Context: an optimization exercise on an open-source flow, tuned for small area, a short achievable clock period and few clock cycles. The choices shown serve that exercise and are no tape-out recipe. The RTL was checked by simulation tests, not by an equivalence proof against the original design. In every run shown here, the design's own scripts or RTL, not TritonCTS, make the clock network. No driver is modelled on the clock port, so clock power and skew are understated where the tree is cut down; a real chip needs a root buffer or a tree. Power figures rest on the tool's default switching activity, not on a simulated workload.

**design/flow/flow/run.sh**
```bash
#!/bin/bash
# The standard layout (the standard.sh, unchanged synthesis), with:
#  - port buffers of a plain buffer cell (buf_2) instead of the delay buffer
#    buffer_ports picks by default;
#  - a two-level clock tree built by flow/cts_tree.tcl (run as the PRE_CTS
#    hook of the standard CTS step) in place of clock_tree_synthesis;
#  - timing repair aimed at a tighter setup margin, so that the layout is
#    optimised towards a shorter achieved period (the SDC is unchanged).
set -euo pipefail
bash standard.sh \
  "BUFFER_PORTS_ARGS=-buffer_cell sky130_fd_sc_hd__buf_2" \
  "PRE_CTS_TCL=$PWD/flow/cts_tree.tcl" \
  SETUP_SLACK_MARGIN=5.7 \
  finish > standard_flow.log 2>&1
```
**design/flow/flow/cts_tree.tcl**
```tcl
set tree_block [ord::get_db_block]
set tree_db [ord::get_db]
set tree_buf [$tree_db findMaster sky130_fd_sc_hd__clkbuf_16]
set tree_clk [$tree_block findNet clk]

set tree_sinks {}
foreach it [$tree_clk getITerms] {
  set inst [$it getInst]
  set loc [$inst getLocation]
  lappend tree_sinks [list $it [lindex $loc 0] [lindex $loc 1]]
}
puts "cts_tree: [llength $tree_sinks] clock sinks"

proc tree_split { items n idx } {
  set items [lsort -integer -index $idx $items]
  set total [llength $items]
  set out {}
  for { set g 0 } { $g < $n } { incr g } {
    set lo [expr { ($g * $total) / $n }]
    set hi [expr { (($g + 1) * $total) / $n - 1 }]
    lappend out [lrange $items $lo $hi]
  }
  return $out
}

proc tree_center { items } {
  set sx 0
  set sy 0
  foreach s $items {
    set sx [expr { $sx + [lindex $s 1] }]
    set sy [expr { $sy + [lindex $s 2] }]
  }
  set n [llength $items]
  return [list [expr { $sx / $n }] [expr { $sy / $n }]]
}

set li 0
set si 0
foreach strip [tree_split $tree_sinks 4 1] {
  set l1 [odb::dbInst_create $tree_block $tree_buf "cts_l1_$si"]
  set l1net [odb::dbNet_create $tree_block "cts_l1net_$si"]
  $l1net setSigType CLOCK
  [$l1 findITerm A] connect $tree_clk
  [$l1 findITerm X] connect $l1net
  set xs {}
  set ys {}
  foreach grp [tree_split $strip 4 2] {
    set leaf [odb::dbInst_create $tree_block $tree_buf "cts_leaf_$li"]
    set lnet [odb::dbNet_create $tree_block "cts_leafnet_$li"]
    $lnet setSigType CLOCK
    [$leaf findITerm A] connect $l1net
    [$leaf findITerm X] connect $lnet
    foreach s $grp {
      set it [lindex $s 0]
      $it disconnect
      $it connect $lnet
    }
    set c [tree_center $grp]
    $leaf setLocation [lindex $c 0] [lindex $c 1]
    $leaf setPlacementStatus PLACED
    lappend xs [lindex $c 0]
    lappend ys [lindex $c 1]
    incr li
  }
  set cx 0
  set cy 0
  foreach x $xs y $ys {
    set cx [expr { $cx + $x }]
    set cy [expr { $cy + $y }]
  }
  $l1 setLocation [expr { $cx / [llength $xs] }] [expr { $cy / [llength $ys] }]
  $l1 setPlacementStatus PLACED
  incr si
}
puts "cts_tree: $si first-level and $li leaf buffers"

# The tree is built: clock_tree_synthesis only has to mark the clock
# propagated.
rename clock_tree_synthesis cts_tree_unused
proc clock_tree_synthesis { args } {
  set_propagated_clock [all_clocks]
}
```
**design/flow/standard.sh**
```bash
#!/bin/bash
# synth_recipe.tcl (not shown) runs the flow's synth.tcl, then flattens the netlist and writes it again
# the make line also repeats each setting of config.mk as NAME=value (left out here)
make -C /OpenROAD-flow-scripts/flow DESIGN_CONFIG=/design/flow/config.mk WORK_HOME=/design/flow/orfs CLKGATE_MAP_FILE= SYNTH_SCRIPT=/design/flow/synth_recipe.tcl "${@:-finish}"
```
**design/flow/config.mk**
```make
export PLATFORM = sky130hd
export DESIGN_NAME = frequency_generation_stage
export DESIGN_NICKNAME = frequency_generation_stage
export VERILOG_FILES = /design/flow/design.v
export SDC_FILE = /design/flow/constraint.sdc
export NUM_CORES = 4
export LEC_CHECK = 0
export CAP_MARGIN = 20
export CORE_MARGIN = 2
export CORE_UTILIZATION = 40
export PLACE_DENSITY = 0.6
export SLEW_MARGIN = 20
```
**design/flow/constraint.sdc**
```tcl
create_clock -name core_clock -period 8.5 [get_ports {clk}]
set_input_delay 1.7000 -clock core_clock [delete_from_list [all_inputs] [get_ports {clk}]]
set_output_delay 1.7000 -clock core_clock [all_outputs]
set_load 0.01 [all_outputs]
```
**design/flow/design.v**
```verilog
module stream_sorter_oets #(
    parameter SYMBOLS = 16,
    parameter FREQ_WIDTH = 16,
    parameter SYMBOL_WIDTH = 5
)(
    input wire clk,
    input wire reset,
    input wire [SYMBOL_WIDTH-1:0] symbol_in,
    input wire valid_in,
    output wire ready_in,
    output wire [SYMBOLS*FREQ_WIDTH-1:0] sorted_frequencies_flat,
    output wire [SYMBOLS*SYMBOL_WIDTH-1:0] sorted_symbol_flat,
    output reg sorted_done
);
    localparam N = 16;
    localparam W = FREQ_WIDTH;
    reg [W-1:0] cnt [0:N-1];
    reg [3:0]   tag [0:N-1];
    reg         val_r;         
    reg [4:0]   sym_r;
    reg [3:0]   ph;            
    reg [4:0]   nph;           
    reg         any_in;        
    reg [4:0]   idle_cnt;      
    assign ready_in = 1'b1;
    wire sorted = nph[4] & (ph == 4'd0);
    wire sort = ~val_r & ~sorted;       
    wire hit = val_r & ~sym_r[4];
    reg [N/2-1:0] sw;          
    reg [N-1:0]   match;
    reg [N-1:0]   s_keep, s_l1, s_l2;
    reg [W-1:0]   cnt_d [0:N-1];
    reg [3:0]     tag_d [0:N-1];
    reg [W-1:0]   own;
    integer p, k;
    always @* begin
        for (k = 0; k < N/2; k = k + 1)
            sw[k] = (cnt[2*k] > cnt[2*k+1]) & ~(ph[0] && ph[3:1] == k);
        for (p = 0; p < N; p = p + 1)
            match[p] = hit & (tag[p] == sym_r[3:0]);
        for (k = 0; k < N/2; k = k + 1) begin
            s_keep[2*k+1] = ~reset & ~(sort & ~sw[k]);
            s_l1[2*k+1]   = ~reset & sort & ~sw[k];
            s_l2[2*k+1]   = 1'b0;
            s_keep[(2*k+2)%N] = ~reset & ~sort;
            s_l1[(2*k+2)%N]   = ~reset & sort & ~sw[k];
            s_l2[(2*k+2)%N]   = ~reset & sort & sw[k];
        end
        for (p = 0; p < N; p = p + 1) begin
            own = cnt[p];
            if (match[p])
                own = cnt[p] + 1'b1;
            cnt_d[p] = ({W{s_keep[p]}} & own)
                     | ({W{s_l1[p]}} & cnt[(p + N - 1) % N])
                     | ({W{s_l2[p]}} & cnt[(p + N - 2) % N]);
            tag_d[p] = ({4{s_keep[p]}} & tag[p])
                     | ({4{s_l1[p]}} & tag[(p + N - 1) % N])
                     | ({4{s_l2[p]}} & tag[(p + N - 2) % N])
                     | ({4{reset}} & p);
        end
    end
    always @(posedge clk) begin
        for (p = 0; p < N; p = p + 1) begin
            cnt[p] <= cnt_d[p];
            tag[p] <= tag_d[p];
        end
        sym_r <= symbol_in;
    end
    always @(posedge clk or posedge reset) begin
        if (reset) begin
            val_r <= 1'b0;
            ph <= 4'd0;
            nph <= 5'd16;
            any_in <= 1'b0;
            idle_cnt <= 5'd0;
            sorted_done <= 1'b0;
        end else begin
            val_r <= valid_in;
            if (sort)
                ph <= ph + 4'd1;
            if (hit)
                nph <= 5'd0;
            else if (sort && !nph[4])
                nph <= nph + 5'd1;
            if (valid_in) begin
                any_in <= 1'b1;
                idle_cnt <= 5'd0;
            end else if (idle_cnt != 5'd31) begin
                idle_cnt <= idle_cnt + 5'd1;
            end
            if (!valid_in && any_in && idle_cnt >= 5'd19 && sorted)
                sorted_done <= 1'b1;
        end
    end
    genvar q;
    generate
        for (q = 0; q < N; q = q + 1) begin : g_out
            assign sorted_frequencies_flat[q*W +: W] = cnt[q];
            assign sorted_symbol_flat[q*SYMBOL_WIDTH +: SYMBOL_WIDTH] = {1'b0, tag[q]};
        end
    endgenerate
endmodule
module frequency_generation_stage #(
    parameter SYMBOL_WIDTH = 5,     
    parameter FREQ_WIDTH = 16,      
    parameter NUM_CELLS = 16        
) (
    input  wire clk,
    input  wire reset,
    input  wire [SYMBOL_WIDTH-1:0] symbol_in,   
    input  wire valid_in,                       
    output wire ready_in,                       
    output wire [NUM_CELLS*FREQ_WIDTH-1:0] sorted_frequencies,   
    output wire [NUM_CELLS*SYMBOL_WIDTH-1:0] sorted_symbols,     
    output wire sorted_done                     
);
    stream_sorter_oets #(
        .SYMBOLS(NUM_CELLS),
        .FREQ_WIDTH(FREQ_WIDTH),
        .SYMBOL_WIDTH(SYMBOL_WIDTH)
    ) sorter_inst (
        .clk(clk),
        .reset(reset),
        .symbol_in(symbol_in),
        .valid_in(valid_in),
        .ready_in(ready_in),
        .sorted_frequencies_flat(sorted_frequencies),
        .sorted_symbol_flat(sorted_symbols),
        .sorted_done(sorted_done)
    );
endmodule
```
==> reports/metrics.json, run 1 <==
{
  "first_iter_violations": 2005,
  "report.final.setup_viol": 0,
  "ioPinCount": 346,
  "stdcell_count": 3667,
  "grt_pass1_vias": 21842,
  "postCtsHoldBufs": 0,
  "grt_first_pass_wirelength_microns": 131000,
  "core_sq_um": 56300,
  "final_period_minus_worst_setup_slack_ps": 2800,
  "synth_seq_area_share_pct": 30.5,
  "powerDensity_nw_per_um2": 367,
  "areaGrowthSynthToFinish_pct": 16.7,
  "worst_slack_at_placement_ps": 4120,
  "post_synth.cell_area_avg_sq_um": 8.61,
  "chip_width_microns": 242,
  "totalPowerFinal_mw": 9.74,
  "wire_per_inst_microns": 23.7,
  "rr_startpoint": "sorter_inst.cnt[3][14]",
  "grt-ovfl-total": 0,
  "antenna_cells": 0,
  "worstSkewPairLatency_ps": 340,
  "global_route.usage.total_pct": 27.7,
  "critical_path_cell_by_cell": "buf_2",
  "cts.clk_slew.worst_paths_ps": 90,
  "regToRegSetupSlack_ps": 5710,
  "drv_cap": 0,
  "final_cell_area_sq_um": 26500,
  "setup_ws_ps": 5700,
  "netlist_top_cells_area": "dfxtp_1 29%, ha_1 8.2%, xnor2_1 7.8%",
  "finalHoldViolations": 0,
  "timing.critical_path.fanout_max": 5,
  "fin_tns_setup_ps": 0,
  "grt_antenna_before_repair": 0,
  "synthArstFlopShare_pct": 4.97,
  "netlist.area_leader.share_pct": 28.6,
  "final.period_utilization_pct": 32.9,
  "crit_path_start": "sorter_inst.tag[8][2]",
  "sequential_cell_area_sq_um": 7080,
  "antenna_violating_nets_post_route": 0,
  "critPathLaunchType": "register",
  "synth_cell_types": 94,
  "die-area_sq_um": 58800,
  "die-height_microns": 242,
  "fraction_of_layout_instances_using_a_drive_strength_above_1_pct": 23.5,
  "worst-path-stages": 1,
  "critPathBufInv": 1,
  "fillCellCount": 5484,
  "synth-edff-count": 0,
  "start_util_pct": 40.4,
  "rows": 87,
  "cpMaxStageDelayCell": "dfxtp_1",
  "placement.io_buffers": 328,
  "vias_per_cell": 6.14,
  "nNetsFinal": 3070,
  "total_detailed_routing_wirelength_microns": 87000,
  "synth_top_area_cell": "dfxtp_1",
  "worst_setup_path_category": "reg2out",
  "drv_slew": 0,
  "grt_max_degree": 94,
  "ir_drop_uv": 266,
  "cellLeakagePower_nw": 10.3,
  "data_required_time_of_the_worst_path_ps": 6800,
  "crit_path_end_kind": "primary output",
  "place.detailed.instances": 3594,
  "timing.fmax_mhz": 358,
  "syn_inst": 2642,
  "cp_top_family": "flip-flops",
  "vias": 22533,
  "drc_errors": 0,
  "max_stage_delay_ps": 560,
  "holdPathStages": 1,
  "clock_skew_ps": 14.8,
  "ys.flop_type": "dfxtp_1",
  "place_congestion": 0.923,
  "start_point_of_the_worst_min_delay_path": "sorter_inst.any_in",
  "hold_class": "reg2reg",
  "multi_input_comb_area_sq_um": 14900,
  "ys.warnings.count": 5,
  "timing.reg2reg.worst_path_depth": 8,
  "outcome": "complete, no violations",
  "max_slew.worst_pin.slew_ps": 823,
  "postSynthRegisterBits": 342,
  "syn-cell-area_sq_um": 22700,
  "post-dp-hpwl_microns": 59900,
  "critPathArrivalTime_ps": 1100,
  "worst_slew_margin_rel_pct": 44.6,
  "placement.cell_area_sq_um": 24800,
  "dr.pass1.iters": 5,
  "unrepaired_setup_endpoints_after_global_routing": "true"
}
final timing paths:
| kind | end |
|---|---|
| hold / removal | sorter_inst.any_in |
| setup reg to reg | sorter_inst.cnt[4][14] |
| hold reg to reg | sorter_inst.any_in |
| setup / recovery | sorted_symbols[42] |
| min in group asynchronous | sorter_inst.idle_cnt[3] |
| max in group asynchronous | sorter_inst.nph[4] |
Yosys cell counts (all sizes together), types with 19 or more instances:
cell type  number
dfxtp         325
nor2          108
nand4          89
o2bb2ai        54
a22o           19
o21ai         117
and3           40
inv           157
xor2           72
xnor2         216
nand2         153
a311oi         20
buf            89
mux2i          93
a211oi         79
nor3          100
a21oi         125
o211ai         22
clkbuf         81
nand3         171
ha            149
o22ai          52
nor4           53
and4           22
a31oi          34
flip-flops by register name, summed over array words and instances (netlist names):
| name | flops |
|---|---|
| sorter_inst.any_in | 1 |
| sorter_inst.cnt | 256 |
| sorter_inst.idle_cnt | 5 |
| sorter_inst.nph | 5 |
| sorter_inst.ph | 4 |
| sorter_inst.sorted_done | 1 |
| sorter_inst.sym_r | 5 |
| sorter_inst.tag | 64 |
| sorter_inst.val_r | 1 |
cells by family (layout without fill, tap and decap cells):
group | after synthesis | count (layout) | synth area share (%)
AOI/OAI and AO/OA | 627 | 631 | 19.3
xor gates and xnor gates | 288 | 288 | 11.5
adders and majority gates | 149 | 149 | 8.20
buffers and inverters | 329 | 571 | 6.56
DFF | 342 | 342 | 30.5
muxes | 103 | 103 | 4.59
other | 2 | 17 | 0.0330
and+or+nand+nor | 802 | 810 | 19.4
what timing repair did:
action / in CTS / in global routing
pin swaps: 14 / 13
setup endpoints to repair: 390 / 261
gates resized for setup: 133 / 88
buffers inserted: 22 / 16
gates cloned: 8 / 7
cell usage in the layout (no fill, tap or decap), types with 9 or more instances in the layout:
cell         n
inv_1      156
nand3_1    164
o211ai_1    21
and4_1      22
a311oi_1    20
a211oi_1    66
dfxtp_2    111
o22ai_1     49
nor2_1      97
a21oi_1    123
dfrtp_1     15
buf_2      327
dfxtp_1    213
o21ai_0    109
nor4_1      35
ha_1       149
nand2_1    148
mux2_2      10
buf_12      17
o21a_1      11
nand4_1     89
nor2_4       9
and3_1      39
xor2_1      72
nor4_4      10
nor3_1      92
a22o_1      19
nor2b_1     12
clkbuf_16   21
a211oi_2    11
o31ai_1      9
buf_4       36
a31oi_1     29
a21o_1       9
xnor2_2     13
xnor2_1    203
mux2i_1     89
o2bb2ai_1   54
conb_1      17
layout make-up:
type | count | area share (%)
flip-flops and latches | 342 | 26.7
inverters | 159 | 2.36
plain buffers | 20 | 1.89
repair buffers | 391 | 9.20
repair inverters | 1 | 0.0424
multi-input cells | 1998 | 56.3
well taps | 756 | 3.56
metrics by stage:
step           hold WS, ps  utilization [%]
2_1_floorplan          440                -
3_3_place_gp           453             44.0
3_5_place_dp           453             44.0
4_1_cts                476             46.2
5_1_grt                513             47.2
6_report               472             47.2
report_power, final:
group	internal (mW)	switching [mW]	leakage [nW]	total (mW)
Clock	0.426	0.548	0.246	0.974
Sequential	2.02	0.851	2.91	2.87
Combinational	2.52	3.37	7.11	5.89
Total	4.97	4.77	10.3	9.74
routing by layer:
| layer | GRT usage [%] | up-vias | wire length, microns |
|---|---|---|---|
| met3 | 3.28 | 195 | 6700 |
| met5 | 0 | - | 0 |
| met4 | 8.99 | 0 | 3320 |
| met1 | 37.1 | 11031 | 36800 |
| met2 | 46.2 | 1042 | 40300 |
| li1 | - | 10265 | - |
Testbench counts, summed over its fixed seeds: cycles 29,972.
==> inputs of run 2 (changes only) <==
--- a/design/flow/design.v
+++ b/design/flow/design.v
@@ -26,6 +26,22 @@
     wire sorted = nph[4] & (ph == 4'd0);
     wire sort = ~val_r & ~sorted;       
     wire hit = val_r & ~sym_r[4];
+    function gt16;
+        input [W-1:0] a;
+        input [W-1:0] b;
+        reg [W-1:0] g, e;
+        integer i, span;
+        begin
+            g = a & ~b;
+            e = ~(a ^ b);
+            for (span = 1; span < W; span = span * 2)
+                for (i = 0; i < W; i = i + 2 * span) begin
+                    g[i] = g[i + span] | (e[i + span] & g[i]);
+                    e[i] = e[i + span] & e[i];
+                end
+            gt16 = g[0];
+        end
+    endfunction
     reg [N/2-1:0] sw;          
     reg [N-1:0]   match;
     reg [N-1:0]   s_keep, s_l1, s_l2;
@@ -35,7 +51,7 @@
     integer p, k;
     always @* begin
         for (k = 0; k < N/2; k = k + 1)
-            sw[k] = (cnt[2*k] > cnt[2*k+1]) & ~(ph[0] && ph[3:1] == k);
+            sw[k] = gt16(cnt[2*k], cnt[2*k+1]) & ~(ph[0] && ph[3:1] == k);
         for (p = 0; p < N; p = p + 1)
             match[p] = hit & (tag[p] == sym_r[3:0]);
         for (k = 0; k < N/2; k = k + 1) begin
==> reports/metrics.json, run 2 <==
{
  "outcome": {"value": "complete, no violations", "change": "unchanged"},
  "grt_pass1_vias": {"value": 20627, "change": "was 21,842"},
  "data_required_time_of_the_worst_path": {"value": 6800, "unit": "ps", "change": "about the same"},
  "ys.warnings.count": {"value": 5, "change": "unchanged"},
  "power.internal": {"value": 4.54, "unit": "mW", "change": "was 4.97 mW"},
  "synth_cell_types": {"value": 78, "change": "was 94"},
  "layout_common_cells": {"value": "327 x buf_2, 225 x dfxtp_1, 199 x xnor2_1", "change": "was 327 x buf_2, 213 x dfxtp_1, 203 x xnor2_1"},
  "fin_tns_setup": {"value": 0, "unit": "ps", "change": "unchanged"},
  "place.detailed.instances": {"value": 3511, "change": "was 3,594"},
  "placement.io_buffers": {"value": 328, "change": "unchanged"},
  "power_frac_seq": {"value": 33.7, "unit": "%", "change": "was 29.5%"},
  "start_util": {"value": 40.3, "unit": "%", "change": "was 40.4%"},
  "clock_skew": {"value": 26.7, "unit": "ps", "change": "was 14.8 ps"},
  "ys.flop_type": {"value": "dfxtp_1", "change": "unchanged"},
  "fillCellCount": {"value": 5367, "change": "was 5,484"},
  "hold_class": {"value": "reg2reg", "change": "unchanged"},
  "ir_drop": {"value": 210, "unit": "uV", "change": "was 266 uV"},
  "fraction_of_layout_instances_using_a_drive_strength_above_1": {"value": 19.9, "unit": "%", "change": "was 23.5%"},
  "grt_first_pass_wirelength": {"value": 124000, "unit": "microns", "change": "was 131,000 microns"},
  "place_congestion": {"value": 0.952, "change": "was 0.923"},
  "placement.cell_area": {"value": 24100, "unit": "sq um", "change": "was 24,800 sq um"},
  "postSynthRegisterBits": {"value": 342, "change": "unchanged"},
  "cellLeakagePower": {"value": 10.2, "unit": "nW", "change": "was 10.3 nW"},
  "worstSkewPairLatency": {"value": 340, "unit": "ps", "change": "about the same"},
  "critPathArrivalTime": {"value": 1110, "unit": "ps", "change": "was 1100 ps"},
  "first_iter_violations": {"value": 1898, "change": "was 2,005"},
  "synth_top_area_cell": {"value": "dfxtp_1", "change": "unchanged"},
  "largest_register_ff_count": {"value": 256, "change": "unchanged"},
  "chip_width": {"value": 239, "unit": "microns", "change": "was 242 microns"},
  "netlist.area_leader.share": {"value": 29.5, "unit": "%", "change": "was 28.6%"},
  "ioPinCount": {"value": 346, "change": "unchanged"},
  "vias_per_cell": {"value": 6.09, "change": "was 6.14"},
  "drv_slew": {"value": 0, "change": "unchanged"},
  "clock_power_share": {"value": 11.2, "unit": "%", "change": "was 10.0%"},
  "total_detailed_routing_wirelength": {"value": 82300, "unit": "microns", "change": "was 87,000 microns"},
  "powerDensity": {"value": 337, "unit": "nW/um^2", "change": "was 367 nW/um^2"},
  "drc_errors": {"value": 0, "change": "unchanged"},
  "final.period_utilization": {"value": 33.0, "unit": "%", "change": "was 32.9%"},
  "cpMaxStageDelayCell": {"value": "dfxtp_1", "change": "unchanged"},
  "die-height": {"value": 239, "unit": "microns", "change": "was 242 microns"},
  "finalHoldViolations": {"value": 0, "change": "unchanged"},
  "yosys-top-cells-count": {"value": "325 x dfxtp_1, 199 x xnor2_1, 153 x inv_1", "change": "was 325 x dfxtp_1, 203 x xnor2_1, 165 x nand3_1"},
  "power.switching": {"value": 4.08, "unit": "mW", "change": "was 4.77 mW"},
  "critical_path_cell_by_cell": {"value": "buf_2", "change": "unchanged"},
  "final_cell_area": {"value": 25600, "unit": "sq um", "change": "was 26,500 sq um"},
  "totalPowerFinal": {"value": 8.62, "unit": "mW", "change": "was 9.74 mW"},
  "antenna_violating_nets_post_route": {"value": 0, "change": "unchanged"},
  "die-area": {"value": 57100, "unit": "sq um", "change": "was 58,800 sq um"},
  "syn_inst": {"value": 2615, "change": "was 2,642"},
  "cp_top_family": {"value": "flip-flops", "change": "unchanged"},
  "areaGrowthSynthToFinish": {"value": 15.9, "unit": "%", "change": "was 16.7%"},
  "grt_max_degree": {"value": 88, "change": "was 94"},
  "stdcell_count": {"value": 3554, "change": "was 3,667"},
  "switch_share": {"value": 47.4, "unit": "%", "change": "was 49.0%"},
  "yosysMostFrequentCell": {"value": "dfxtp_1", "change": "unchanged"},
  "crit_path_end_kind": {"value": "primary output", "change": "unchanged"},
  "drv_cap": {"value": 0, "change": "unchanged"},
  "synthArstFlopShare": {"value": 4.97, "unit": "%", "change": "unchanged"},
  "largest_registers": {"value": "sorter_inst.cnt (256), sorter_inst.tag (64)", "change": "unchanged"},
  "netlist_top_cells_area": {"value": "dfxtp_1 29%, ha_1 8.0%, xnor2_1 7.9%", "change": "was dfxtp_1 29%, ha_1 8.2%, xnor2_1 7.8%"},
  "unrepaired_setup_endpoints_after_global_routing": {"value": "true", "change": "unchanged"},
  "max_stage_delay": {"value": 570, "unit": "ps", "change": "was 560 ps"},
  "report.final.setup_viol": {"value": 0, "change": "unchanged"},
  "nNetsFinal": {"value": 3000, "change": "was 3,070"},
  "dr.pass1.iters": {"value": 5, "change": "unchanged"},
  "max_slew.worst_pin.slew": {"value": 1090, "unit": "ps", "change": "was 823 ps"},
  "layout_commonest_cell": {"value": "buf_2", "change": "unchanged"},
  "synth_seq_area_share": {"value": 31.4, "unit": "%", "change": "was 30.5%"},
  "critPathLaunchType": {"value": "register", "change": "unchanged"},
  "cts.clk_slew.worst_paths": {"value": 90, "unit": "ps", "change": "about the same"},
  "timing.critical_path.fanout_max": {"value": 6, "change": "was 5"},
  "critPathBufInv": {"value": 1, "change": "unchanged"},
  "timing.fmax": {"value": 356, "unit": "MHz", "change": "was 358 MHz"},
  "syn-cell-area": {"value": 22100, "unit": "sq um", "change": "was 22,700 sq um"},
  "post-dp-hpwl": {"value": 57100, "unit": "microns", "change": "was 59,900 microns"},
  "post_synth.cell_area_avg": {"value": 8.44, "unit": "sq um", "change": "was 8.61 sq um"},
  "rows": {"value": 86, "change": "was 87"},
  "core": {"value": 54800, "unit": "sq um", "change": "was 56,300 sq um"},
  "synth-edff-count": {"value": 0, "change": "unchanged"},
  "share_comb_of_total_power": {"value": 55.1, "unit": "%", "change": "was 60.5%"},
  "grt-ovfl-total": {"value": 0, "change": "unchanged"},
  "final_period_minus_worst_setup_slack": {"value": 2810, "unit": "ps", "change": "was 2800 ps"},
  "wire_per_inst": {"value": 23.2, "unit": "microns", "change": "was 23.7 microns"},
  "global_route.usage.total": {"value": 27.4, "unit": "%", "change": "was 27.7%"},
  "layout.core_utilization": {"value": 46.7, "unit": "%", "change": "was 47.2%"},
  "worst_slew_margin_rel": {"value": 26.8, "unit": "%", "change": "was 44.6%"},
  "vias": {"value": 21649, "change": "was 22,533"},
  "worst_setup_path_category": {"value": "reg2out", "change": "unchanged"},
  "regMostFlops": {"value": "sorter_inst.cnt", "change": "unchanged"},
  "grt_antenna_before_repair": {"value": 0, "change": "unchanged"}
}
[run 2: per-layer routing]
| layer | GRT usage, % | part of all wire, % |
|---|---|---|
| met5 | 0 | 0 |
| met4 | 9.41 | 4.1 |
| met3 | 3.04 | 7.0 |
| met2 | 45.6 | 46 |
| met1 | 36.7 | 43 |
[run 2: timing repair]
item	CTS	global route
cloned	8	2
pin swaps	3	2
gates resized for setup	116	82
hold buffers	0	0
setup endpoints to repair	367	206
setup buffers	7	5
[run 2: metrics by stage]
step | worst slack (ps) | hold WS, ps
after floorplan | 5760 | 437
after global placement | 4090 | 456
after detailed placement | 4000 | 457
after CTS | 5680 | 481
after global routing | 5680 | 499
final | 5690 | 489
[run 2: cells by family (layout without fill, tap and decap cells)]
logic type,count (synthesis),after routing,synth area share [%]
adder cells (fa/ha/maj),141,141,8.00
multiplexers,153,153,6.98
XOR/XNOR,274,274,11.0
AND/OR/NAND/NOR,782,782,18.9
buffers and inverters,332,548,6.30
flip-flops,342,342,31.4
other,2,18,0.0340
AO/OA/AOI/OAI,589,592,17.4
[run 2: final timing paths]
check	to	from	slack [ps]	cells after the start
max	sorted_frequencies[14]	sorter_inst.cnt[0][14]	5690	1
min	sorter_inst.any_in	sorter_inst.any_in	490	1
max reg2reg	sorter_inst.cnt[0][1]	sorter_inst.cnt[15][11]	5740	10
min reg2reg	sorter_inst.any_in	sorter_inst.any_in	490	1
max in group asynchronous	sorter_inst.nph[4]	reset	6510	4
min in group asynchronous	sorter_inst.idle_cnt[1]	reset	1600	3
[run 2: power by group through the flow]
| stage | clock, mW | combinational [mW] | sequential (mW) |
|---|---|---|---|
| 3_5_place_dp | 0 | 4.27 | 2.87 |
| 3_3_place_gp | 0 | 4.13 | 2.86 |
| 6_report | 0.963 | 4.75 | 2.90 |
| 2_1_floorplan | 0 | 2.94 | 2.70 |
| 5_1_grt | 1.02 | 5.15 | 2.96 |
| 4_1_cts | 0.976 | 4.51 | 2.86 |
[run 2: layout make-up]
type / count / area (sq um) / share of cell area [%]
Tap cell: 704 / 881 / 3.44
Sequential cell: 342 / 7060 / 27.6
Timing Repair Buffer: 375 / 2380 / 9.29
Inverter: 153 / 579 / 2.27
Multi-Input combinational cell: 1959 / 14200 / 55.4
Antenna cell: 1 / 2.50 / 0.00979
Buffer: 20 / 500 / 1.96
Testbench counts of run 2, summed over its fixed seeds: cycles 29,972.
==> inputs of run 3 (changes only) <==
--- a/design/flow/design.v
+++ b/design/flow/design.v
@@ -42,6 +42,21 @@
             gt16 = g[0];
         end
     endfunction
+    function [W-1:0] incr;
+        input [W-1:0] a;
+        input en;
+        reg c;
+        integer b;
+        begin
+            c = en;
+            for (b = 0; b < W; b = b + 1) begin
+                if (b % 4 == 0)
+                    c = en & (&(a | ~((1 << b) - 1)));
+                incr[b] = a[b] ^ c;
+                c = c & a[b];
+            end
+        end
+    endfunction
     reg [N/2-1:0] sw;          
     reg [N-1:0]   match;
     reg [N-1:0]   s_keep, s_l1, s_l2;
@@ -63,9 +78,7 @@
             s_l2[(2*k+2)%N]   = ~reset & sort & sw[k];
         end
         for (p = 0; p < N; p = p + 1) begin
-            own = cnt[p];
-            if (match[p])
-                own = cnt[p] + 1'b1;
+            own = incr(cnt[p], match[p]);
             cnt_d[p] = ({W{s_keep[p]}} & own)
                      | ({W{s_l1[p]}} & cnt[(p + N - 1) % N])
                      | ({W{s_l2[p]}} & cnt[(p + N - 2) % N]);
==> reports/metrics.json, run 3 <==
{
  "vias": {"value": 19402, "change": "was 21,649"},
  "cellLeakagePower": {"value": 11.4, "unit": "nW", "change": "was 10.2 nW"},
  "chip_width": {"value": 235, "unit": "microns", "change": "was 239 microns"},
  "critical_path_cell_by_cell": {"value": "buf_2", "change": "unchanged"},
  "nNetsFinal": {"value": 2992, "change": "was 3,000"},
  "finalHoldViolations": {"value": 0, "change": "unchanged"},
  "worst-path-stages": {"value": 1, "change": "unchanged"},
  "layout_common_cells": {"value": "327 x buf_2, 317 x ha_1, 298 x dfxtp_1", "change": "was 327 x buf_2, 225 x dfxtp_1, 199 x xnor2_1"},
  "data_required_time_of_the_worst_path": {"value": 6800, "unit": "ps", "change": "about the same"},
  "die-area": {"value": 55400, "unit": "sq um", "change": "was 57,100 sq um"},
  "ioPinCount": {"value": 346, "change": "unchanged"},
  "grt_antenna_before_repair": {"value": 1, "change": "was 0"},
  "critPathLaunchType": {"value": "register", "change": "unchanged"},
  "timing.fmax": {"value": 358, "unit": "MHz", "change": "was 356 MHz"},
  "largest_registers": {"value": "sorter_inst.cnt (256), sorter_inst.tag (64)", "change": "unchanged"},
  "cts.clk_slew.worst_paths": {"value": 90, "unit": "ps", "change": "about the same"},
  "vias_per_cell": {"value": 5.78, "change": "was 6.09"},
  "holdWs": {"value": 481, "unit": "ps", "change": "was 489 ps"},
  "post-dp-hpwl": {"value": 50300, "unit": "microns", "change": "was 57,100 microns"},
  "final_cell_area": {"value": 24500, "unit": "sq um", "change": "was 25,600 sq um"},
  "max_stage_delay": {"value": 560, "unit": "ps", "change": "was 570 ps"},
  "worst_slew_margin_rel": {"value": 39.5, "unit": "%", "change": "was 26.8%"},
  "netlist_top_cells_area": {"value": "dfxtp_1 30%, ha_1 19%, mux2i_1 8.3%", "change": "was dfxtp_1 29%, ha_1 8.0%, xnor2_1 7.9%"},
  "ys.flop_type": {"value": "dfxtp_1", "change": "unchanged"},
  "grt_pass1_vias": {"value": 18490, "change": "was 20,627"},
  "drc_errors": {"value": 0, "change": "unchanged"},
  "fin_tns_setup": {"value": 0, "unit": "ps", "change": "unchanged"},
  "antenna_violating_nets_post_route": {"value": 0, "change": "unchanged"},
  "timing.reg2reg.worst_path_depth": {"value": 9, "change": "was 10"},
  "report.final.setup_viol": {"value": 0, "change": "unchanged"},
  "ir_drop": {"value": 178, "unit": "uV", "change": "was 210 uV"},
  "synthArstFlopShare": {"value": 4.97, "unit": "%", "change": "unchanged"},
  "clock_skew": {"value": 17.5, "unit": "ps", "change": "was 26.7 ps"},
  "max_slew.worst_pin.slew": {"value": 907, "unit": "ps", "change": "was 1090 ps"},
  "post_synth.cell_area_avg": {"value": 8.78, "unit": "sq um", "change": "was 8.44 sq um"},
  "outcome": {"value": "complete, no violations", "change": "unchanged"},
  "grt-ovfl-total": {"value": 0, "change": "unchanged"},
  "critPathBufInv": {"value": 1, "change": "unchanged"},
  "unrepaired_setup_endpoints_after_global_routing": {"value": "true", "change": "unchanged"},
  "cp_top_family": {"value": "flip-flops", "change": "unchanged"},
  "cpMaxStageDelayCell": {"value": "dfxtp_1", "change": "unchanged"},
  "largest_register_ff_count": {"value": 256, "change": "unchanged"},
  "first_iter_violations": {"value": 1578, "change": "was 1,898"},
  "critPathArrivalTime": {"value": 1100, "unit": "ps", "change": "was 1110 ps"},
  "synth-edff-count": {"value": 0, "change": "unchanged"},
  "start_util": {"value": 40.6, "unit": "%", "change": "was 40.3%"},
  "wire_per_inst": {"value": 22.2, "unit": "microns", "change": "was 23.2 microns"},
  "regMostFlops": {"value": "sorter_inst.cnt", "change": "unchanged"},
  "timing.critical_path.fanout_max": {"value": 6, "change": "unchanged"},
  "place_congestion": {"value": 0.896, "change": "was 0.952"},
  "grt_first_pass_wirelength": {"value": 111000, "unit": "microns", "change": "was 124,000 microns"},
  "layout_commonest_cell": {"value": "buf_2", "change": "unchanged"},
  "netlist.area_leader.share": {"value": 30.4, "unit": "%", "change": "was 29.5%"},
  "final_period_minus_worst_setup_slack": {"value": 2800, "unit": "ps", "change": "was 2810 ps"},
  "postSynthRegisterBits": {"value": 342, "change": "unchanged"},
  "rows": {"value": 84, "change": "was 86"},
  "placement.io_buffers": {"value": 328, "change": "unchanged"},
  "grt_max_degree": {"value": 123, "change": "was 88"},
  "hold_class": {"value": "reg2reg", "change": "unchanged"},
  "placement.cell_area": {"value": 23300, "unit": "sq um", "change": "was 24,100 sq um"},
  "areaGrowthSynthToFinish": {"value": 14.5, "unit": "%", "change": "was 15.9%"},
  "die-height": {"value": 235, "unit": "microns", "change": "was 239 microns"},
  "place.detailed.instances": {"value": 3312, "change": "was 3,511"},
  "syn-cell-area": {"value": 21400, "unit": "sq um", "change": "was 22,100 sq um"},
  "synth_seq_area_share": {"value": 32.4, "unit": "%", "change": "was 31.4%"},
  "holdPathStages": {"value": 1, "change": "unchanged"},
  "yosysMostFrequentCell": {"value": "dfxtp_1", "change": "unchanged"},
  "dr.pass1.iters": {"value": 5, "change": "unchanged"},
  "syn_inst": {"value": 2438, "change": "was 2,615"},
  "stdcell_count": {"value": 3354, "change": "was 3,554"},
  "synth_top_area_cell": {"value": "dfxtp_1", "change": "unchanged"},
  "global_route.usage.total": {"value": 25.0, "unit": "%", "change": "was 27.4%"},
  "worstSkewPairLatency": {"value": 340, "unit": "ps", "change": "about the same"},
  "total_detailed_routing_wirelength": {"value": 74300, "unit": "microns", "change": "was 82,300 microns"},
  "crit_path_end_kind": {"value": "primary output", "change": "unchanged"},
  "powerDensity": {"value": 246, "unit": "nW/um^2", "change": "was 337 nW/um^2"},
  "synth_cell_types": {"value": 69, "change": "was 78"},
  "final.period_utilization": {"value": 32.9, "unit": "%", "change": "was 33.0%"},
  "ys.warnings.count": {"value": 5, "change": "unchanged"},
  "worst_setup_path_category": {"value": "reg2out", "change": "unchanged"},
  "yosys-top-cells-count": {"value": "325 x dfxtp_1, 317 x ha_1, 247 x a21oi_1", "change": "was 325 x dfxtp_1, 199 x xnor2_1, 153 x inv_1"},
  "core": {"value": 52800, "unit": "sq um", "change": "was 54,800 sq um"},
  "fraction_of_layout_instances_using_a_drive_strength_above_1": {"value": 18.1, "unit": "%", "change": "was 19.9%"},
  "drv_cap": {"value": 0, "change": "unchanged"},
  "drv_slew": {"value": 0, "change": "unchanged"}
}
run 3: repair_timing:
item / CTS / global route
gates cloned: 6 / 4
setup buffers: 0 / 11
endpoints found under the hold margin: 0 / 0
endpoints found under the setup margin: 327 / 214
gates resized for setup: 52 / 53
pin swaps: 1 / 5
hold buffers: 0 / 0
run 3: path summary, 6_finish.rpt:
kind	from	slack, ps	end
setup / recovery	sorter_inst.cnt[4][5]	5700	sorted_frequencies[69]
hold / removal	sorter_inst.any_in	480	sorter_inst.any_in
setup reg to reg	sorter_inst.cnt[13][15]	5800	sorter_inst.cnt[14][12]
hold reg to reg	sorter_inst.any_in	480	sorter_inst.any_in
max in group asynchronous	reset	6390	sorter_inst.val_r
min in group asynchronous	reset	1660	sorter_inst.nph[3]
run 3: kinds of logic after synthesis:
family / count (synthesis) / synth area share (%)
adder cells (fa/ha/maj): 317 / 18.5
buffers and inverters: 334 / 6.72
multiplexers: 177 / 8.27
other: 2 / 0.0351
AO/OA/AOI/OAI: 626 / 16.6
AND/OR/NAND/NOR: 503 / 11.9
XOR/XNOR: 137 / 5.60
flip-flops: 342 / 32.4
run 3: area by class of cell:
cell class                 count  area [sq um]
buffer                        20           500
timing repair buffer         367          2220
inverter                     154           594
fill                        5112         28200
multi-input combinational   1781         13400
tap                          688           861
timing repair inverter         1          8.76
sequential                   342          6970
antenna                        1          2.50
run 3: stage by stage:
step	power [mW]	worst slack (ps)	utilization (%)
floorplan	4.06	5710	-
global placement	4.82	4390	44.2
detailed placement	4.87	4260	44.2
CTS	5.90	5700	45.7
global route	6.35	5690	46.5
finish	6.02	5700	46.5
run 3: layer usage:
metal	vias up	part of all wire, %	wire, microns	track usage, %
li1	9213	-	-	-
met1	9422	44	33000	34.2
met2	659	46	34600	41.7
met3	108	6.0	4470	2.56
met4	0	3.2	2350	7.01
met5	-	0	0	0
run 3: report_power, final:
part           total (mW)  switching (mW)  internal (mW)
Clock               0.974           0.548          0.426
Combinational        2.72            1.61           1.10
Sequential           2.33           0.479           1.85
Total                6.02            2.64           3.38
Testbench counts of run 3, summed over its fixed seeds: cycles 29,972.
==> inputs of run 4 (changes only) <==
--- a/design/flow/design.v
+++ b/design/flow/design.v
@@ -50,7 +50,7 @@
         begin
             c = en;
             for (b = 0; b < W; b = b + 1) begin
-                if (b % 4 == 0)
+                if (b % 2 == 0)
                     c = en & (&(a | ~((1 << b) - 1)));
                 incr[b] = a[b] ^ c;
                 c = c & a[b];
==> reports/metrics.json, run 4 <==
{
  "placement.io_buffers": {"value": 328, "change": "unchanged"},
  "regMostFlops": {"value": "sorter_inst.cnt", "change": "unchanged"},
  "max_slew.worst_pin.slew": {"value": 924, "unit": "ps", "change": "was 907 ps"},
  "postSynthRegisterBits": {"value": 342, "change": "unchanged"},
  "synth_simple_gate_area_share": {"value": 15.7, "unit": "%", "change": "was 11.9%"},
  "layout_common_cells": {"value": "327 x buf_2, 261 x dfxtp_1, 253 x ha_1", "change": "was 327 x buf_2, 317 x ha_1, 298 x dfxtp_1"},
  "setup_ws": {"value": 5710, "unit": "ps", "change": "was 5700 ps"},
  "layout_commonest_cell": {"value": "buf_2", "change": "unchanged"},
  "gr-usage-met1": {"value": 35.7, "unit": "%", "change": "was 34.2%"},
  "netlist_top_cells_area": {"value": "dfxtp_1 31%, ha_1 15%, xor2_1 4.5%", "change": "was dfxtp_1 30%, ha_1 19%, mux2i_1 8.3%"},
  "grt_antenna_before_repair": {"value": 1, "change": "unchanged"},
  "critical_path_cell_by_cell": {"value": "buf_2", "change": "unchanged"},
  "areaGrowthSynthToFinish": {"value": 16.5, "unit": "%", "change": "was 14.5%"},
  "hold_class": {"value": "reg2reg", "change": "unchanged"},
  "timing.fmax": {"value": 358, "unit": "MHz", "change": "about the same"},
  "placement.cell_area": {"value": 22900, "unit": "sq um", "change": "was 23,300 sq um"},
  "cts.clk_slew.worst_paths": {"value": 90, "unit": "ps", "change": "about the same"},
  "synth_cell_types": {"value": 63, "change": "was 69"},
  "synth_seq_area_share": {"value": 33.3, "unit": "%", "change": "was 32.4%"},
  "critPathBufInv": {"value": 1, "change": "unchanged"},
  "fraction_of_layout_instances_using_a_drive_strength_above_1": {"value": 20.6, "unit": "%", "change": "was 18.1%"},
  "timing.critical_path.fanout_max": {"value": 5, "change": "was 6"},
  "crit_path_end_kind": {"value": "primary output", "change": "unchanged"},
  "total_detailed_routing_wirelength": {"value": 74800, "unit": "microns", "change": "was 74,300 microns"},
  "largest_register_ff_count": {"value": 256, "change": "unchanged"},
  "unrepaired_setup_endpoints_after_global_routing": {"value": "true", "change": "unchanged"},
  "syn-cell-area": {"value": 20800, "unit": "sq um", "change": "was 21,400 sq um"},
  "clock_skew": {"value": 10.8, "unit": "ps", "change": "was 17.5 ps"},
  "drv_cap": {"value": 0, "change": "unchanged"},
  "first_iter_violations": {"value": 1632, "change": "was 1,578"},
  "dr.pass1.iters": {"value": 5, "change": "unchanged"},
  "post_synth.cell_area_avg": {"value": 8.79, "unit": "sq um", "change": "was 8.78 sq um"},
  "worst_slew_margin_rel": {"value": 38.3, "unit": "%", "change": "was 39.5%"},
  "outcome": {"value": "complete, no violations", "change": "unchanged"},
  "grt_first_pass_wirelength": {"value": 112000, "unit": "microns", "change": "was 111,000 microns"},
  "chip_width": {"value": 232, "unit": "microns", "change": "was 235 microns"},
  "place_congestion": {"value": 0.911, "change": "was 0.896"},
  "core": {"value": 51400, "unit": "sq um", "change": "was 52,800 sq um"},
  "report.final.setup_viol": {"value": 0, "change": "unchanged"},
  "yosysMostFrequentCell": {"value": "dfxtp_1", "change": "unchanged"},
  "ys.warnings.count": {"value": 5, "change": "unchanged"},
  "cp_top_family": {"value": "flip-flops", "change": "unchanged"},
  "netlist.area_leader.share": {"value": 31.2, "unit": "%", "change": "was 30.4%"},
  "max_stage_delay": {"value": 550, "unit": "ps", "change": "was 560 ps"},
  "synthXorXnorAreaFrac": {"value": 7.94, "unit": "%", "change": "was 5.60%"},
  "powerDensity": {"value": 204, "unit": "nW/um^2", "change": "was 246 nW/um^2"},
  "layout.core_utilization": {"value": 47.2, "unit": "%", "change": "was 46.5%"},
  "nNetsFinal": {"value": 2900, "change": "was 2,992"},
  "antenna_cells": {"value": 0, "change": "was 1"},
  "muxShareOfSynthArea": {"value": 4.51, "unit": "%", "change": "was 8.27%"},
  "worst_slack_at_placement": {"value": 3560, "unit": "ps", "change": "was 4260 ps"},
  "cpMaxStageDelayCell": {"value": "dfxtp_1", "change": "unchanged"},
  "grt_max_degree": {"value": 95, "change": "was 123"},
  "grtUsageMet2": {"value": 43.5, "unit": "%", "change": "was 41.7%"},
  "finalHoldViolations": {"value": 0, "change": "unchanged"},
  "wire_per_inst": {"value": 22.5, "unit": "microns", "change": "was 22.2 microns"},
  "grt_pass1_vias": {"value": 18429, "change": "was 18,490"},
  "yosys-top-cells-count": {"value": "325 x dfxtp_1, 253 x ha_1, 154 x inv_1", "change": "was 325 x dfxtp_1, 317 x ha_1, 247 x a21oi_1"},
  "die-height": {"value": 232, "unit": "microns", "change": "was 235 microns"},
  "cellLeakagePower": {"value": 11.2, "unit": "nW", "change": "was 11.4 nW"},
  "drc_errors": {"value": 0, "change": "unchanged"},
  "post-dp-hpwl": {"value": 52100, "unit": "microns", "change": "was 50,300 microns"},
  "critPathArrivalTime": {"value": 1090, "unit": "ps", "change": "was 1100 ps"},
  "critPathLaunchType": {"value": "register", "change": "unchanged"},
  "vias_per_cell": {"value": 5.91, "change": "was 5.78"},
  "dominant_combinational_cell_family_by_area_after_synthesis": {"value": "compound AO/OA/AOI/OAI gates", "change": "was adder cells"},
  "drv_slew": {"value": 0, "change": "unchanged"},
  "synth_top_area_cell": {"value": "dfxtp_1", "change": "unchanged"},
  "globalRoute.busiestLayer": {"value": "met2", "change": "unchanged"},
  "largest_registers": {"value": "sorter_inst.cnt (256), sorter_inst.tag (64)", "change": "unchanged"},
  "worst_setup_path_category": {"value": "reg2out", "change": "unchanged"},
  "ioPinCount": {"value": 346, "change": "unchanged"},
  "final_period_minus_worst_setup_slack": {"value": 2790, "unit": "ps", "change": "was 2800 ps"},
  "data_required_time_of_the_worst_path": {"value": 6800, "unit": "ps", "change": "about the same"},
  "vias": {"value": 19587, "change": "was 19,402"},
  "final_cell_area": {"value": 24300, "unit": "sq um", "change": "was 24,500 sq um"},
  "die-area": {"value": 54000, "unit": "sq um", "change": "was 55,400 sq um"},
  "final.period_utilization": {"value": 32.9, "unit": "%", "change": "about the same"},
  "start_util": {"value": 40.5, "unit": "%", "change": "was 40.6%"},
  "syn_inst": {"value": 2372, "change": "was 2,438"},
  "ys.flop_type": {"value": "dfxtp_1", "change": "unchanged"},
  "rows": {"value": 83, "change": "was 84"},
  "synthArstFlopShare": {"value": 4.97, "unit": "%", "change": "unchanged"},
  "grt-ovfl-total": {"value": 0, "change": "unchanged"},
  "worstSkewPairLatency": {"value": 340, "unit": "ps", "change": "about the same"},
  "ir_drop": {"value": 153, "unit": "uV", "change": "was 178 uV"},
  "antenna_violating_nets_post_route": {"value": 0, "change": "unchanged"},
  "fin_tns_setup": {"value": 0, "unit": "ps", "change": "unchanged"},
  "synth-edff-count": {"value": 0, "change": "unchanged"},
  "adder_cell_share_of_the_synthesized_area": {"value": 15.2, "unit": "%", "change": "was 18.5%"},
  "global_route.usage.total": {"value": 26.3, "unit": "%", "change": "was 25.0%"},
  "synth_compound_area_share": {"value": 17.0, "unit": "%", "change": "was 16.6%"},
  "grt.met3_usage": {"value": 2.70, "unit": "%", "change": "was 2.56%"}
}
-- run 4: cell count changes after synthesis, moves of 35 or more --
cell     before  now
o21ai_1      37    0
nand2_1      89  149
a21oi_1     247  147
nor2_1       91  132
ha_1        317  253
xor2_1       73  108
o21ai_0     216  117
mux2i_1     177   94
and3_1        2   64
-- run 4: logic make-up (layout without fill, tap and decap cells) --
logic type | count (synthesis) | after routing
other | 2 | 17
XOR/XNOR | 189 | 189
AND/OR/NAND/NOR | 658 | 661
adder cells (fa/ha/maj) | 253 | 253
flip-flops | 342 | 342
AO/OA/AOI/OAI | 518 | 519
buffers and inverters | 316 | 562
multiplexers | 94 | 94
-- run 4: stage by stage --
| stage | total power, mW | hold WS [ps] | instances |
|---|---|---|---|
| after floorplan | 3.23 | 440 | 2387 |
| after global placement | 3.78 | 454 | 3257 |
| after detailed placement | 3.82 | 460 | 3257 |
| after CTS | 4.85 | 481 | 3299 |
| after global routing | 5.19 | 489 | 3317 |
| final | 4.95 | 483 | 3317 |
-- run 4: worst paths after layout --
kind,from,to,slack [ps],cells past startpoint
setup / recovery,sorter_inst.cnt[6][14],sorted_frequencies[110],5710,1
hold / removal,sorter_inst.any_in,sorter_inst.any_in,480,1
setup reg to reg,sorter_inst.cnt[7][14],sorter_inst.tag[8][3],5770,10
hold reg to reg,sorter_inst.any_in,sorter_inst.any_in,480,1
max in group asynchronous,reset,sorter_inst.val_r,6370,3
min in group asynchronous,reset,sorter_inst.ph[2],1760,3
-- run 4: repair_timing --
action | 4_1_cts | 5_1_grt
setup endpoints to repair | 373 | 217
gates cloned | 6 | 1
gates resized for setup | 90 | 60
hold buffers | 0 | 0
pin swaps | 8 | 5
buffers inserted | 16 | 17
-- run 4: area by class of cell --
type / instances / area (sq um)
sequential: 342 / 7010
multi-input combinational: 1733 / 13000
fill: 4971 / 27100
inverter: 154 / 593
buffer: 20 / 500
timing repair buffer: 388 / 2370
tap: 680 / 851
-- run 4: layer usage --
metal | vias up | wire length (microns)
met2 | 787 | 34800
met5 | - | 0
met1 | 9582 | 32300
met4 | 0 | 2580
met3 | 145 | 5030
li1 | 9073 | -
-- run 4: power breakdown --
part | internal [mW] | switching (mW) | leakage (nW)
registers | 1.78 | 0.335 | 2.88
clock network | 0.426 | 0.544 | 0.246
logic | 0.716 | 1.15 | 8.08
Testbench counts of run 4, summed over its fixed seeds: cycles 29,972.
==> inputs of run 5 (changes only) <==
--- a/design/flow/design.v
+++ b/design/flow/design.v
@@ -22,9 +22,10 @@
     reg [4:0]   nph;           
     reg         any_in;        
     reg [4:0]   idle_cnt;      
+    reg [N-1:0] pend;          
     assign ready_in = 1'b1;
     wire sorted = nph[4] & (ph == 4'd0);
-    wire sort = ~val_r & ~sorted;       
+    wire sort = ~val_r & ~(|pend) & ~sorted;   
     wire hit = val_r & ~sym_r[4];
     function gt16;
         input [W-1:0] a;
@@ -42,33 +43,27 @@
             gt16 = g[0];
         end
     endfunction
-    function [W-1:0] incr;
-        input [W-1:0] a;
-        input en;
-        reg c;
-        integer b;
-        begin
-            c = en;
-            for (b = 0; b < W; b = b + 1) begin
-                if (b % 2 == 0)
-                    c = en & (&(a | ~((1 << b) - 1)));
-                incr[b] = a[b] ^ c;
-                c = c & a[b];
-            end
-        end
-    endfunction
     reg [N/2-1:0] sw;          
     reg [N-1:0]   match;
-    reg [N-1:0]   s_keep, s_l1, s_l2;
+    reg [N-1:0]   s_keep, s_l1, s_l2, s_hinc;
     reg [W-1:0]   cnt_d [0:N-1];
     reg [3:0]     tag_d [0:N-1];
     reg [W-1:0]   own;
+    reg [N-1:0]   wrap;        
+    reg [W-5:0]   hi_sel;      
+    reg [W-5:0]   hi_inc;
     integer p, k;
     always @* begin
         for (k = 0; k < N/2; k = k + 1)
             sw[k] = gt16(cnt[2*k], cnt[2*k+1]) & ~(ph[0] && ph[3:1] == k);
+        for (p = 0; p < N; p = p + 1) begin
+            match[p] = hit & (tag[p] == sym_r[3:0]);
+            wrap[p] = match[p] & (&cnt[p][3:0]);
+        end
+        hi_sel = {(W-4){1'b0}};
         for (p = 0; p < N; p = p + 1)
-            match[p] = hit & (tag[p] == sym_r[3:0]);
+            hi_sel = hi_sel | ({(W-4){pend[p]}} & cnt[p][W-1:4]);
+        hi_inc = hi_sel + 1'b1;
         for (k = 0; k < N/2; k = k + 1) begin
             s_keep[2*k+1] = ~reset & ~(sort & ~sw[k]);
             s_l1[2*k+1]   = ~reset & sort & ~sw[k];
@@ -78,7 +73,12 @@
             s_l2[(2*k+2)%N]   = ~reset & sort & sw[k];
         end
         for (p = 0; p < N; p = p + 1) begin
-            own = incr(cnt[p], match[p]);
+            s_hinc[p] = ~reset & pend[p];
+            own = cnt[p];
+            if (match[p])
+                own[3:0] = cnt[p][3:0] + 1'b1;
+            if (pend[p])
+                own[W-1:4] = hi_inc;
             cnt_d[p] = ({W{s_keep[p]}} & own)
                      | ({W{s_l1[p]}} & cnt[(p + N - 1) % N])
                      | ({W{s_l2[p]}} & cnt[(p + N - 2) % N]);
@@ -94,6 +94,7 @@
             tag[p] <= tag_d[p];
         end
         sym_r <= symbol_in;
+        pend <= {N{~reset}} & wrap;
     end
     always @(posedge clk or posedge reset) begin
         if (reset) begin
==> reports/metrics.json, run 5 <==
{
  "finalHoldViolations": {"value": 0, "change": "unchanged"},
  "grt.met3_usage": {"value": 6.88, "unit": "%", "change": "was 2.70%"},
  "powerDensity": {"value": 115, "unit": "nW/um^2", "change": "was 204 nW/um^2"},
  "final_cell_area": {"value": 29100, "unit": "sq um", "change": "was 24,300 sq um"},
  "unrepaired_setup_endpoints_after_global_routing": {"value": "true", "change": "unchanged"},
  "placement.io_buffers": {"value": 328, "change": "unchanged"},
  "chip_width": {"value": 235, "unit": "microns", "change": "was 232 microns"},
  "largest_registers": {"value": "sorter_inst.cnt (256), sorter_inst.tag (64), sorter_inst.pend (16)", "change": "was sorter_inst.cnt (256), sorter_inst.tag (64)"},
  "synth-edff-count": {"value": 0, "change": "unchanged"},
  "fin_tns_setup": {"value": 0, "unit": "ps", "change": "unchanged"},
  "path_common_cell": "or4_4",
  "vias_per_cell": {"value": 6.61, "change": "was 5.91"},
  "final.period_utilization": {"value": 36.4, "unit": "%", "change": "was 32.9%"},
  "layout.core_utilization": {"value": 55.1, "unit": "%", "change": "was 47.2%"},
  "worst_setup_path_category": {"value": "reg2reg", "change": "was reg2out"},
  "rows": {"value": 84, "change": "was 83"},
  "worstSkewPairLatency": {"value": 350, "unit": "ps", "change": "was 340 ps"},
  "layout_commonest_cell": {"value": "buf_2", "change": "unchanged"},
  "wire_per_inst": {"value": 30.1, "unit": "microns", "change": "was 22.5 microns"},
  "totalPowerFinal": {"value": 3.35, "unit": "mW", "change": "was 4.95 mW"},
  "areaGrowthSynthToFinish": {"value": 35.9, "unit": "%", "change": "was 16.5%"},
  "antenna_violating_nets_post_route": {"value": 0, "change": "unchanged"},
  "cpMaxStageDelayCell": {"value": "or4_4", "change": "was dfxtp_1"},
  "critical_path_cell_by_cell": {"value": "buf_12 > a22oi_2 > o221ai_4 > nor4_4 > inv_2 > ha_4 > inv_4 > or4_4 > or4_4 > buf_8 > a32o_1 > a221o_1", "change": "was buf_2"},
  "timing.critical_path.fanout_max": {"value": 6, "change": "was 5"},
  "max_stage_delay": {"value": 580, "unit": "ps", "change": "was 550 ps"},
  "cellLeakagePower": {"value": 12.1, "unit": "nW", "change": "was 11.2 nW"},
  "final_period_minus_worst_setup_slack": {"value": 3100, "unit": "ps", "change": "was 2790 ps"},
  "global_route.usage.total": {"value": 35.8, "unit": "%", "change": "was 26.3%"},
  "cp_top_family": {"value": "simple AND/OR/NAND/NOR gates", "change": "was flip-flops"},
  "drv_cap": {"value": 0, "change": "unchanged"},
  "yosysMostFrequentCell": {"value": "dfxtp_1", "change": "unchanged"},
  "dr.pass1.iters": {"value": 9, "change": "was 5"},
  "largest_register_ff_count": {"value": 256, "change": "unchanged"},
  "synth_seq_area_share": {"value": 33.9, "unit": "%", "change": "was 33.3%"},
  "critical_path.endpoint": {"value": "sorter_inst.cnt[2][12]", "change": "was sorted_frequencies[110]"},
  "gr-usage-met1": {"value": 46.5, "unit": "%", "change": "was 35.7%"},
  "netlist.area_leader.share": {"value": 31.9, "unit": "%", "change": "was 31.2%"},
  "outcome": {"value": "complete, no violations", "change": "unchanged"},
  "critPathLaunchType": {"value": "register", "change": "unchanged"},
  "yosys-top-cells-count": {"value": "341 x dfxtp_1, 201 x nand2_1, 171 x mux2i_1", "change": "was 325 x dfxtp_1, 253 x ha_1, 154 x inv_1"},
  "ir_drop": {"value": 111, "unit": "uV", "change": "was 153 uV"},
  "max_slew.worst_pin.slew": {"value": 948, "unit": "ps", "change": "was 924 ps"},
  "syn_inst": {"value": 2485, "change": "was 2,372"},
  "fraction_of_layout_instances_using_a_drive_strength_above_1": {"value": 33.1, "unit": "%", "change": "was 20.6%"},
  "vias": {"value": 24113, "change": "was 19,587"},
  "nNetsFinal": {"value": 3110, "change": "was 2,900"},
  "die-height": {"value": 235, "unit": "microns", "change": "was 232 microns"},
  "hold_class": {"value": "reg2reg", "change": "unchanged"},
  "critPathArrivalTime": {"value": 3340, "unit": "ps", "change": "was 1090 ps"},
  "crit_path_end_kind": {"value": "register", "change": "was primary output"},
  "worst-path-stages": {"value": 12, "change": "was 1"},
  "cts.clk_slew.worst_paths": {"value": 100, "unit": "ps", "change": "was 90 ps"},
  "synth_cell_types": {"value": 76, "change": "was 63"},
  "total_detailed_routing_wirelength": {"value": 110000, "unit": "microns", "change": "was 74,800 microns"},
  "ys.warnings.count": {"value": 5, "change": "unchanged"},
  "regToRegSetupSlack": {"value": 5400, "unit": "ps", "change": "was 5770 ps"},
  "clock_skew": {"value": 25.2, "unit": "ps", "change": "was 10.8 ps"},
  "grt-ovfl-total": {"value": 0, "change": "unchanged"},
  "worst_slew_margin_rel": {"value": 36.3, "unit": "%", "change": "was 38.3%"},
  "grtUsageMet2": {"value": 55.1, "unit": "%", "change": "was 43.5%"},
  "post-dp-hpwl": {"value": 69100, "unit": "microns", "change": "was 52,100 microns"},
  "postSynthRegisterBits": {"value": 358, "change": "was 342"},
  "start_util": {"value": 40.5, "unit": "%", "change": "about the same"},
  "timing.fmax": {"value": 323, "unit": "MHz", "change": "was 358 MHz"},
  "fillCellCount": {"value": 4748, "change": "was 4,971"},
  "syn-cell-area": {"value": 21400, "unit": "sq um", "change": "was 20,800 sq um"},
  "regMostFlops": {"value": "sorter_inst.cnt", "change": "unchanged"},
  "synthArstFlopShare": {"value": 4.75, "unit": "%", "change": "was 4.97%"},
  "timing.reg2reg.worst_path_depth": {"value": 12, "change": "was 10"},
  "layout_common_cells": {"value": "329 x buf_2, 245 x dfxtp_1, 172 x nand2_1", "change": "was 327 x buf_2, 261 x dfxtp_1, 253 x ha_1"},
  "grt_pass1_vias": {"value": 21886, "change": "was 18,429"},
  "rr_startpoint": {"value": "sorter_inst.pend[15]", "change": "was sorter_inst.cnt[7][14]"},
  "ys.flop_type": {"value": "dfxtp_1", "change": "unchanged"},
  "place.detailed.instances": {"value": 3383, "change": "was 3,257"},
  "die-area": {"value": 55300, "unit": "sq um", "change": "was 54,000 sq um"},
  "first_iter_violations": {"value": 3323, "change": "was 1,632"},
  "grt_max_degree": {"value": 64, "change": "was 95"},
  "globalRoute.busiestLayer": {"value": "met2", "change": "unchanged"},
  "drv_slew": {"value": 0, "change": "unchanged"},
  "core": {"value": 52800, "unit": "sq um", "change": "was 51,400 sq um"},
  "worstReg2RegEnd": {"value": "sorter_inst.cnt[2][12]", "change": "was sorter_inst.tag[8][3]"},
  "placement.cell_area": {"value": 23700, "unit": "sq um", "change": "was 22,900 sq um"},
  "crit_path_start": {"value": "sorter_inst.pend[15]", "change": "was sorter_inst.cnt[6][14]"},
  "ioPinCount": {"value": 346, "change": "unchanged"},
  "critPathBufInv": {"value": 4, "change": "was 1"},
  "place_congestion": {"value": 0.999, "change": "was 0.911"},
  "grt_first_pass_wirelength": {"value": 150000, "unit": "microns", "change": "was 112,000 microns"},
  "post_synth.cell_area_avg": {"value": 8.61, "unit": "sq um", "change": "was 8.79 sq um"},
  "netlist_top_cells_area": {"value": "dfxtp_1 32%, ha_1 8.3%, mux2i_1 8.0%", "change": "was dfxtp_1 31%, ha_1 15%, xor2_1 4.5%"},
  "grt_antenna_before_repair": {"value": 3, "change": "was 1"},
  "stdcell_count": {"value": 3648, "change": "was 3,317"},
  "data_required_time_of_the_worst_path": {"value": 8740, "unit": "ps", "change": "was 6800 ps"},
  "drc_errors": {"value": 0, "change": "unchanged"},
  "report.final.setup_viol": {"value": 0, "change": "unchanged"},
  "synth_top_area_cell": {"value": "dfxtp_1", "change": "unchanged"}
}
-- run 5: cell types whose count changed after synthesis, moves of 52 or more --
cell     change
a31oi_1     +53
ha_1       -111
mux2i_1     +77
nand2_1     +52
nand3_1     -54
o22ai_1     +80
xor2_1      -73
-- run 5: final cells by class --
class / count / area [sq um] / share of cell area (%)
Inverter: 150 / 607 / 2.09
Multi-Input combinational cell: 1811 / 14300 / 49.2
Tap cell: 688 / 861 / 2.96
Timing Repair Buffer: 619 / 5390 / 18.5
Buffer: 20 / 500 / 1.72
Sequential cell: 358 / 7410 / 25.5
Antenna cell: 2 / 5.00 / 0.0172
-- run 5: worst register-to-register path, stage by stage, from the launching register on --
cell,delay [ps]
dfxtp_4,370
buf_12,130
a22oi_2,190
o221ai_4,130
nor4_4,90
inv_2,80
ha_4,160
inv_4,40
or4_4,570
or4_4,580
buf_8,180
a32o_1,220
a221o_1,250
-- run 5: timing repair --
action / 4_1_cts / 5_1_grt
pin swaps: 52 / 85
gates resized for setup: 276 / 271
setup buffers: 135 / 63
cloned: 29 / 16
hold buffers: 0 / 0
setup endpoints to repair: 343 / 290
-- run 5: worst min path at each step --
stage,from,end,slack (ps),cells past startpoint
detailed placement,sorter_inst.cnt[13][3],sorter_inst.pend[13],450,2
global placement,sorter_inst.cnt[13][3],sorter_inst.pend[13],440,2
global route,sorter_inst.cnt[13][3],sorter_inst.pend[13],480,2
floorplan,sorter_inst.any_in,sorter_inst.any_in,440,1
CTS,sorter_inst.cnt[13][3],sorter_inst.pend[13],460,2
finish,sorter_inst.cnt[13][3],sorter_inst.pend[13],450,2
-- run 5: cells by family after synthesis --
| group | Yosys count | share of synthesized area (%) |
|---|---|---|
| AND/OR/NAND/NOR | 606 | 13.9 |
| multiplexers | 175 | 8.21 |
| other | 2 | 0.0351 |
| flip-flops | 358 | 33.9 |
| XOR/XNOR | 122 | 5.00 |
| adder cells (fa/ha/maj) | 142 | 8.31 |
| AO/OA/AOI/OAI | 741 | 24.0 |
| buffers and inverters | 339 | 6.71 |
-- run 5: per-stage QoR --
stage	hold WS, ps	setup WS, ps
CTS	456	5450
detailed placement	450	3690
floorplan	437	5650
finish	455	5400
global placement	441	3760
global route	478	5370
-- run 5: routing by layer --
layer,vias to the layer above,part of all wire [%]
met5,-,0.015
met4,2,7.9
met3,503,12
met2,1943,42
met1,11515,38
li1,10150,-
-- run 5: report_power, final --
part           total (mW)  switching [mW]  internal (mW)
combinational       0.557           0.338          0.219
sequential           1.79          0.0732           1.72
clock                1.01           0.580          0.427
Testbench counts of run 5, summed over its fixed seeds: cycles 29,972.

## re-timing with driven ports
Ports are ideal in the flow. The routed layouts listed here were re-timed in OpenROAD.
Step 1, drivers: a clkbuf_16 drives clk and a buf_2 each remaining input, both assumed.
Step 2 adds t to the input delays and takes it off the output delays; t is the mean of the earliest and latest rising clock arrival at the registers after step 1. Input paths then give back, and output paths get back, about the clock's delay inside the block.
a / b / c = ideal ports / drivers / drivers and shift; a / b = the first two.
run | t (ns) | setup WS [ns] | hold WS [ns]
run 1 | 0.431 | 5.703 / 5.600 / 5.404 | 0.472 / 0.472 / 0.472
run 2 | 0.438 | 5.693 / 5.561 / 5.123 | 0.489 / 0.489 / 0.489
run 3 | 0.435 | 5.704 / 5.597 / 5.493 | 0.481 / 0.481 / 0.481
run 4 | 0.431 | 5.706 / 5.605 / 5.175 | 0.483 / 0.483 / 0.483
run 5 | 0.445 | 5.403 / 5.402 / 5.162 | 0.455 / 0.455 / 0.455
After both steps setup and hold are still met in every run listed. For run 2, which loses most, drivers alone change the setup slack by -0.132 ns; drivers and shift together by -0.570 ns.
